Background: an optimization exercise with open tools, aiming at small area and a short achievable clock period. Do not read the settings as production practice. No run shown here included a check of the RTL's function; only the layout flow was run.

==> flow/design.v, too long to show whole: its modules and the start of the top module <==
// module Filter: 2433 lines
module Filter(clk, rst, in, out);
  // ...
==> flow/run.sh <==
#!/bin/bash
# synth_recipe.tcl (not shown) runs the flow's synth.tcl, then flattens the netlist and writes it again
# the make line also repeats each setting of config.mk as NAME=value (left out here)
make -C /OpenROAD-flow-scripts/flow DESIGN_CONFIG=/design/flow/config.mk WORK_HOME=/design/flow/orfs CLKGATE_MAP_FILE= SYNTH_SCRIPT=/design/flow/synth_recipe.tcl finish
==> flow/config.mk <==
export PLATFORM = sky130hd
export DESIGN_NAME = Filter
export DESIGN_NICKNAME = Filter
export VERILOG_FILES = /design/flow/design.v
export SDC_FILE = /design/flow/constraint.sdc
export NUM_CORES = 4
export LEC_CHECK = 0
export ABC_CLOCK_PERIOD_IN_PS = 7000
export CAP_MARGIN = 20
export CORE_MARGIN = 2
export CORE_UTILIZATION = 40
export SETUP_SLACK_MARGIN = 5
export SLEW_MARGIN = 20
==> flow/constraint.sdc <==
create_clock -name core_clock -period 14.0 [get_ports {clk}]
set_input_delay 2.8000 -clock core_clock [delete_from_list [all_inputs] [get_ports {clk}]]
set_output_delay 2.8000 -clock core_clock [all_outputs]
set_load 0.01 [all_outputs]
==> impl_metrics.py, run 1 <==
metrics = {
    "timing": {
        "maxSlewViolCount": 0,
        "finalCriticalPeriod_ns": 9.111,
    },
    "synth": {
        "synthTopCellsByCount": "681 x inv_1, 443 x fa_1, 281 x ha_1",
        "synth_cell_types": 76,
        "synth_ff_type": "dfrtp_1",
        "synth-seq-cells": 96,
    },
    "layout": {
        "clock_area_frac": 0.01098,
        "buffer_area_frac": 0.06303,
        "final_cell_mix": "643 x inv_1, 428 x fa_1, 251 x ha_1, 131 x buf_4, 110 x xnor2_1",
        "reg_top3": "S x32, v x32, w1 x32",
        "multi_input_area_share": 0.7096,
        "nClkBuffers": 11,
        "final.fill_count": 5537,
    },
    "worst_setup_path": {
        "worstSetupEndpointType": "register",
        "reg2reg_to": "v[31]",
        "endpoint": "v[31]",
        "r2r_cells": 40,
        "startpoint": "v[15]",
    },
    "clock_network": {
        "ctsResizeCount": 155,
        "post-cts-setup-buffers": 72,
    },
    "grt": {
        "grt_pass1_vias": 18770,
    },
    "outcome": {
        "outcome": "complete, no violations",
    },
    "placement": {
        "hpwl_um": 57120,
        "dpl_worst_slack_ns": 3.526,
    },
    "die": {
        "dieWidth_um": 247.7,
    },
    "drt": {
        "drt_wl_total_um": 67420,
    },
}
==> inputs of run 2 (changes only) <==
--- a/flow/config.mk
+++ b/flow/config.mk
@@ -5,7 +5,6 @@
 export SDC_FILE = /design/flow/constraint.sdc
 export NUM_CORES = 4
 export LEC_CHECK = 0
-export ABC_CLOCK_PERIOD_IN_PS = 7000
 export CAP_MARGIN = 20
 export CORE_MARGIN = 2
 export CORE_UTILIZATION = 40
==> run 2 against run 1 <==
Effect of this change: still clean; hold slack is the same; synthesized cell count stayed put; maximum frequency stayed put; first-iteration DRC count stayed put; utilization unchanged; design area is the same.
==> impl_metrics.py, run 2 <==
metrics = {
    "synth": {
        "synth-edff-count": 0,
        "synth_ff_type": "dfrtp_1",
        "synthTopCellsByCount": "681 x inv_1, 443 x fa_1, 281 x ha_1",
        "syn_area_sq_um": 23760,
        "avgSynthCellArea_sq_um": 9.557,
        "synthArstFlopShare": 1.000,
        "yosysMostFrequentCell": "inv_1",
        "netlist_top_cells_area": "fa_1 37%, ha_1 15%, inv_1 11%, dfrtp_1 10%, xnor2_1 4.5%",
        "syn_nets": 3244,
        "synth_cell_types": 76,
        "synth-seq-cells": 96,
        "synth.largest_area_cell": "fa_1",
        "yosys_warnings": 1,
        "syn_inst": 2486,
        "ys_seq_area_frac": 0.1011,
        "synth_top_area_frac": 0.3733,
    },
    "timing": {
        "slew_headroom": 0.4326,
        "fmax_ghz": 0.1098,
        "worstMarginPinSlew_ns": 0.8450,
        "period_share": 0.6508,
        "whs_ns": 1.087,
        "hold_viol": 0,
        "maxSlewViolCount": 0,
        "setup_viol": 0,
        "finalCriticalPeriod_ns": 9.111,
        "fin_skew_ns": 0.01403,
        "rsz0062_at_grt": "yes",
        "setup-tns-final_ns": 0,
    },
    "hold_path": {
        "hold_path_class": "reg -> reg",
        "worstHoldStart": "w1[31]",
        "hold_end": "S[31]",
        "whs_path_depth": 2,
    },
    "die": {
        "die_area_sq_um": 61360,
        "dieWidth_um": 247.7,
        "row_count": 89,
        "die_y_um": 247.7,
        "core-area_sq_um": 58910,
        "io_pins": 66,
        "initial_core_util": 0.4033,
    },
    "layout": {
        "diodes": 0,
        "multiInputGateArea_sq_um": 19730,
        "area_growth_pct": 17.06,
        "reg_top3": "S x32, v x32, w1 x32",
        "instances_no_fill": 3465,
        "final_area_sq_um": 27810,
        "final.fill_count": 5537,
        "regArea_sq_um": 2422,
        "final_common_cell": "inv_1",
        "drive_above_1_share": 0.1426,
        "num-nets-final": 3446,
        "final_cell_mix": "643 x inv_1, 428 x fa_1, 251 x ha_1, 131 x buf_4, 110 x xnor2_1",
    },
    "grt": {
        "grt_pass1_wl_um": 105800,
        "antenna_found_initial": 0,
        "grt_max_degree": 54,
        "grt-ovfl-total": 0,
        "grt_pass1_vias": 18770,
        "grt_usage": 0.2306,
    },
    "clock_network": {
        "insertion_delay_ns": 0.41,
        "cts_buffers": 9,
        "cts_tree": "built",
        "clock_sinks": 96,
        "ctsHoldBuffers": 0,
        "htree_num_levels": 3,
        "cts.reportedPaths.clkPinSlew_ns": 0.09,
        "cts_root_buf": "clkbuf_16",
        "clk_path_buf_depth": 2,
    },
    "drt": {
        "drcViolationCount": 0,
        "viasPerCell": 5.050,
        "dr.pass1.iters": 6,
        "via_count": 17500,
        "drt_iter0_markers": 827,
        "ant_nets": 0,
        "wire_per_inst_um": 19.46,
        "drt_wl_total_um": 67420,
    },
    "placement": {
        "placedCellCount": 3330,
        "hpwl_um": 57120,
        "portBuffers": 65,
        "dpl_cell_area_sq_um": 25480,
        "gp_congestion": 0.9380,
    },
    "worst_setup_path": {
        "slowest_delay_ns": 0.53,
        "worstSetupPathType": "reg -> reg",
        "reg2reg_to": "v[31]",
        "critical_path.top_delay_family": "adder cells",
        "r2r-start": "v[15]",
        "worstPathArrival_ns": 9.44,
        "worstSetupStartpointType": "register",
        "worstPathRequired_ns": 14.33,
        "critPathSlowestCell": "fa_2",
        "worstSetupEndpointType": "register",
        "r2r_slack_ns": 4.89,
        "crit_buf_inv": 9,
        "r2r_cells": 40,
        "crit_path_max_fanout": 5,
    },
    "job": {
        "max_cap_violations": 0,
    },
    "outcome": {
        "outcome": "complete, no violations",
    },
}
run 2: layout make-up:
cell class	count	share of cell area
Sequential cell	96	0.08710
Clock buffer	11	0.009088
Clock inverter	4	0.001890
Inverter	683	0.09457
Tap cell	773	0.03478
Multi-Input combinational cell	1692	0.7096
Timing Repair Buffer	206	0.06303
run 2: layer usage:
| layer | share of wire | global-route usage |
|---|---|---|
| met2 | 0.49 | 0.3974 |
| met5 | 0 | 0 |
| met3 | 0.040 | 0.03082 |
| met1 | 0.44 | 0.3043 |
| met4 | 0.029 | 0.06270 |
run 2: kinds of logic (layout without fill, tap and decap cells):
group | after synthesis | after routing | synth area share
adder cells (fa/ha/maj) | 727 | 727 | 0.5226
XOR/XNOR | 200 | 200 | 0.07684
AO/OA/AOI/OAI | 422 | 422 | 0.1190
buffers and inverters | 698 | 904 | 0.1108
flip-flops | 96 | 96 | 0.1011
AND/OR/NAND/NOR | 343 | 343 | 0.06968
run 2: what timing repair did:
item / 4_1_cts / 5_1_grt
endpoints found under the setup margin: 62 / 49
pin swaps: 46 / 91
resized for setup: 155 / 138
buffers inserted: 72 / 48
run 2: worst max path at each step:
stage                     startpoint  cells after the start  slack, ns    end
after floorplan                v[11]                     40       5.02  v[29]
after global placement         v[15]                     39       3.63  v[29]
after detailed placement       v[17]                     39       3.53  v[29]
after CTS                      v[13]                     36       4.91  v[13]
after global routing           v[15]                     40       4.56  v[31]
final                          v[15]                     40       4.89  v[31]
run 2: through the flow:
step | util | worst slack (ns)
3_5_place_dp | 0.4325 | 3.526
2_1_floorplan | - | 5.016
5_1_grt | 0.4721 | 4.565
4_1_cts | 0.4567 | 4.910
3_3_place_gp | 0.4325 | 3.635
6_report | 0.4721 | 4.889
run 2: worst min-delay path, cell delays in order, from the launching register on:
cell	delay (ns)
dfrtp_1	0.57
a21oi_1	0.31
xnor2_2	0.15

afterwards: timing with drivers on the ports:
The results above use ideal ports. As a check the final layouts listed here were re-extracted and re-timed, cells and wires unchanged.
Step 1, drivers: a clkbuf_16 drives clk and a buf_2 each remaining input, both assumed.
Step 2 moves the port delays by t, midway between the first and last clock arrival at a register: inputs arrive t later, outputs are due t later. That takes back most of the time a late clock gives input paths.
Slacks: ideal / step 1 / step 2; pairs: ideal / step 1.
| run | shift t [ns] | slack for setup (ns) | worst setup path at the end | latest minus earliest clock arrival (ns) | pins driven straight from the clock port |
|---|---|---|---|---|---|
| run 1 | 0.458 | 4.889 / 4.889 / 4.889 | register to register | 0.014 / 0.014 | 1 |
| run 2 | 0.458 | 4.889 / 4.889 / 4.889 | register to register | 0.014 / 0.014 | 1 |
After both steps setup and hold are still met in every run listed.
